This is an optimization exercise on Yosys and OpenROAD, whose aim is small area, not a production implementation.
At most, simulation tests tie the RTL to the original design; equivalence was not proved.
The flow treats the clock pin as an ideal source. Dropping or thinning the clock tree relies on that and would not hold on a real chip.
No activity file was given, so power comes from the tool's default toggle rates.

P:
==> flow/design.v <==
module debouncer(clk, rst, trigger, PB_down);
    input clk, rst, trigger;
    output PB_down;
    localparam [15:0] INV = 16'hAAAA;
    reg PB_sync_0, PB_sync_1_n, PB_state;
    reg [15:0] PB_cnt_q;
    wire [15:0] PB_cnt = PB_cnt_q ^ INV;
    wire PB_sync_1 = ~PB_sync_1_n;
    wire PB_idle = (PB_state == PB_sync_1);
    wire low_zero = ~|PB_cnt[14:0];
    wire PB_cnt_max = PB_cnt[15] & low_zero;
    wire fb = PB_cnt[15] ^ PB_cnt[14] ^ PB_cnt[12] ^ PB_cnt[3] ^ low_zero;
    always @(posedge clk) begin
        PB_sync_0 <= ~rst & ~trigger;
        PB_sync_1_n <= rst | ~PB_sync_0;
        PB_cnt_q <= PB_idle ? INV : ({PB_cnt[14:0], fb} ^ INV);
        PB_state <= ~rst & (PB_cnt_max ? PB_sync_1 : PB_state);
    end
    assign PB_down = PB_cnt_max & PB_sync_1 & ~PB_state;
endmodule
module clkdiv(clk_100MHz, rst, tick_1kHz);
    input clk_100MHz;
    input rst;
    output tick_1kHz;
    localparam [15:0] INV = 16'hAAAA;
    reg [15:0] counter1_q;
    wire [15:0] counter1 = counter1_q ^ INV;
    reg clk_1kHz;
    wire wrap = (counter1 == 16'h9487);
    wire fb = ~(counter1[15] ^ counter1[14] ^ counter1[12] ^ counter1[3]);
    assign tick_1kHz = wrap & ~clk_1kHz;
    always @(posedge clk_100MHz) begin
        counter1_q <= (rst | wrap) ? INV : ({counter1[14:0], fb} ^ INV);
        clk_1kHz <= ~rst & (clk_1kHz ^ wrap);
    end
endmodule
module fsm(
    input [5:0] in,
    input rst,
    input clk,
    output reg [1:0] floor,
    output reg [1:0] dir,
    output reg busy
    );
    reg [1:0] dest_floor;
    reg [1:0] next_floor;
    reg [15:0] counter;
    reg reset;
    wire run = reset | busy;
    wire hit = (counter == 16'h290f);
    wire fb = ~(counter[15] ^ counter[14] ^ counter[12] ^ counter[3]);
    wire step = ~rst & run & ~hit;
    wire keep = ~rst & ~run;
    wire [2:0] lo = in[2:0], hi = in[5:3];
    wire lo_one = (lo == 3'b001) | (lo == 3'b010) | (lo == 3'b100);
    wire hi_one = (hi == 3'b001) | (hi == 3'b010) | (hi == 3'b100);
    wire req = (lo_one & ~|hi) | (hi_one & ~|lo);
    wire [2:0] sel = lo | hi;
    wire [1:0] req_floor = {sel[1] | sel[2], sel[2]};
    wire [1:0] nf = {floor[0] | dest_floor[1], floor[1] & dest_floor[0]};
    wire nd_up = (next_floor[1] & ~floor[1]) | (next_floor[0] & ~floor[0]);
    wire nd_down = (~next_floor[1] & floor[1]) | (~next_floor[0] & floor[0]);
    always @(posedge clk) begin
        counter <= ({16{step}} & {counter[14:0], fb}) | ({16{keep}} & counter);
        if (rst) begin
            next_floor <= 2'b00;
            reset <= 1'b1;
            floor <= 2'b00;
            dir <= 2'b00;
            busy <= 1'b0;
        end else if (reset) begin
            dir <= {1'b0, ~hit};
            if (hit) reset <= 1'b0;
        end else if (!busy) begin
            if (req) begin
                dest_floor <= req_floor;
                busy <= 1'b1;
            end
        end else begin
            if (floor == dest_floor) busy <= 1'b0;
            next_floor <= nf;
            dir <= {nd_up, nd_down};
            if (hit) floor <= next_floor;
        end
    end
endmodule
module binary_to_segment(show_dir, show_floor, code, seven);
    input show_dir, show_floor;
    input [1:0] code;
    output [6:0] seven;
    wire a = code[1], b = code[0];
    wire idle_dir = show_dir & ~a & ~b;
    assign seven[6] = (show_floor & ~a) | (show_dir & ~b);
    assign seven[5] = idle_dir;
    assign seven[4] = (show_floor & a & ~b) | idle_dir;
    assign seven[3] = (show_floor | show_dir) & ~a;
    assign seven[2] = (show_floor & (~a | b)) | idle_dir;
    assign seven[1] = show_floor | idle_dir;
    assign seven[0] = (show_floor & ~a) | (show_dir & (a | b));
endmodule
module seven_alternate (floor, dir, show_dir, show_floor, code, clk, rst, en);
    input [1:0] floor;
    input [1:0] dir;
    output reg show_dir;
    output reg show_floor;
    output reg [1:0] code;
    input clk;
    input rst;
    input en;
    always @(posedge clk)
        if (rst) begin
            show_dir <= 1'b0;
            show_floor <= 1'b0;
        end else if (en) begin
            show_dir <= ~show_dir;
            show_floor <= show_dir;
        end
    always @(posedge clk)
        if (en) code <= show_dir ? floor : dir;
endmodule
module LED_display(floor, dir, hex, AN, clk, rst, en);
    input [1:0] dir;
    input [1:0] floor;
    output [6:0] hex;
    output [3:0] AN;
    input clk;
    input rst;
    input en;
    wire show_dir, show_floor;
    wire [1:0] code;
    seven_alternate s1 (floor, dir, show_dir, show_floor, code, clk, rst, en);
    binary_to_segment b1 (show_dir, show_floor, code, hex);
    assign AN = {show_floor, show_dir | show_floor, show_dir | show_floor, show_dir};
endmodule
module TopModule(
    input [5:0] in,
    input clk,
    input reset,
    output [6:0] NUM,
    output [3:0] AN,
    output busy,
    output wire [5:0] in2
    );
    wire tick_1kHz;
    wire [1:0] floor;
    wire [1:0] dir;
    debouncer d1(.clk(clk), .rst(reset), .trigger(in[0]), .PB_down(in2[0]));
    debouncer d2(.clk(clk), .rst(reset), .trigger(in[1]), .PB_down(in2[1]));
    debouncer d3(.clk(clk), .rst(reset), .trigger(in[2]), .PB_down(in2[2]));
    debouncer d4(.clk(clk), .rst(reset), .trigger(in[3]), .PB_down(in2[3]));
    debouncer d5(.clk(clk), .rst(reset), .trigger(in[4]), .PB_down(in2[4]));
    debouncer d6(.clk(clk), .rst(reset), .trigger(in[5]), .PB_down(in2[5]));
    clkdiv clgfat(.clk_100MHz(clk), .rst(reset), .tick_1kHz(tick_1kHz));
    fsm f1(.in(in2), .rst(reset), .clk(clk), .floor(floor), .dir(dir), .busy(busy));
    LED_display randall(.dir(dir), .floor(floor), .hex(NUM), .AN(AN), .clk(clk), .rst(reset), .en(tick_1kHz));
endmodule
clock: 10.0 ns
lec_check: 0
cap_margin: 20
core_margin: 2
core_utilization: 60
slew_margin: 20
standard.sh (not shown) runs the stock make flow with config.mk's settings and CLKGATE_MAP_FILE= SYNTH_SCRIPT=/design/flow/synth_recipe.tcl, a recipe that flattens the netlist after the stock synthesis.
==> flow/flow/run.sh <==
#!/bin/bash
# Own flow: the standard layout (standard.sh) with two changes: port
# buffers use the smallest buffer cell, and the clock tree is built by
# flow/cts_pre.tcl (a few large clock buffers) instead of TritonCTS.
set -euo pipefail
here=$(pwd)
bash standard.sh \
  "BUFFER_PORTS_ARGS=-buffer_cell sky130_fd_sc_hd__buf_1" \
  "PRE_CTS_TCL=$here/flow/cts_pre.tcl" \
  CTS_LEAVES=8 CTS_LEAF_CELL=sky130_fd_sc_hd__clkbuf_8 CTS_ROOT_CELL=sky130_fd_sc_hd__clkbuf_16 \
  finish > standard_make.log 2>&1
Other scripts of this flow, unchanged in this note and not shown: flow/flow/cts_pre.tcl
#### Input delta (Q over P)
==> flow/design.v, changed modules only <==
module fsm(
    input [5:0] in,
    input rst,
    input clk,
    output reg [1:0] floor,
    output reg [1:0] dir,
    output reg busy
    );
    reg [1:0] dest_floor;
    reg [1:0] next_floor;
    reg [15:0] counter;
    reg reset;
    wire run = reset | busy;
    wire hit = (counter == 16'h290f);
    wire fb = ~(counter[15] ^ counter[14] ^ counter[12] ^ counter[3]);
    wire [2:0] lo = in[2:0], hi = in[5:3];
    wire lo_one = (lo == 3'b001) | (lo == 3'b010) | (lo == 3'b100);
    wire hi_one = (hi == 3'b001) | (hi == 3'b010) | (hi == 3'b100);
    wire req = (lo_one & ~|hi) | (hi_one & ~|lo);
    wire [2:0] sel = lo | hi;
    wire [1:0] req_floor = {sel[1] | sel[2], sel[2]};
    wire [1:0] nf = {floor[0] | dest_floor[1], floor[1] & dest_floor[0]};
    wire nd_up = (next_floor[1] & ~floor[1]) | (next_floor[0] & ~floor[0]);
    wire nd_down = (~next_floor[1] & floor[1]) | (~next_floor[0] & floor[0]);
    always @(posedge clk) begin
        if (rst | (run & hit)) counter <= 16'd0;
        else if (run) counter <= {counter[14:0], fb};
        if (rst) begin
            next_floor <= 2'b00;
            reset <= 1'b1;
            floor <= 2'b00;
            dir <= 2'b00;
            busy <= 1'b0;
        end else if (reset) begin
            dir <= {1'b0, ~hit};
            if (hit) reset <= 1'b0;
        end else if (!busy) begin
            if (req) begin
                dest_floor <= req_floor;
                busy <= 1'b1;
            end
        end else begin
            if (floor == dest_floor) busy <= 1'b0;
            next_floor <= nf;
            dir <= {nd_up, nd_down};
            if (hit) floor <= next_floor;
        end
    end
endmodule
Findings:
- Relative to P, the share of final-layout standard cells stronger than drive strength 1 of Q is lower by 2.4 points.
- Compared with P, Q shows via count higher by 5.2%.
- Q and P ended up with nearly the same power after layout.
- Compared with P, in Q maximum frequency moved up, setup slack now larger, total length of routed met3 wires went down, cell area power density fell by 1.3 nW/um^2.
- In Q, the final critical-path share of the clock period came out 1.2 points below the value in P.
- [compare] base=P new=Q: net count after synthesis has increased, part of the power in combinational logic has remained practically unchanged, minimum setup slack among reg-to-reg paths has decreased, setup clock skew after layout has remained practically unchanged.
- Compared with P, in Q final design utilization +0.50 points; post-synthesis instance area +0.41%.
Function not checked in Q: the RTL went through the layout flow alone. In every run of this note, the design's own scripts or RTL, not TritonCTS, make the clock network.

==> re-timing with driven ports <==
In the flow no input, the clock included, has a driving cell. The finished layouts below were timed again as built, in two steps. Step 1 assumes that a clkbuf_16 drives the clock port and a buf_2 every other input. Step 2 moves the port delays by t, midway between the first and last clock arrival at a register: inputs arrive t later, outputs are due t later. That takes back most of the time a late clock gives input paths. a / b / c = ideal ports / drivers / drivers and shift; a / b = the first two.
run | t, ns | slack for setup (ns) | hold slack, ns | slew at the worst register clock pin (ns) | cell pins on the clock port's net
P | 0.379 | 5.885 / 5.848 / 6.227 | 0.381 / 0.381 / 0.381 | 0.11 / 0.11 | 1
Q | 0.377 | 6.006 / 5.972 / 6.349 | 0.384 / 0.384 / 0.384 | 0.12 / 0.12 | 1
After both steps setup and hold are still met in every run listed.
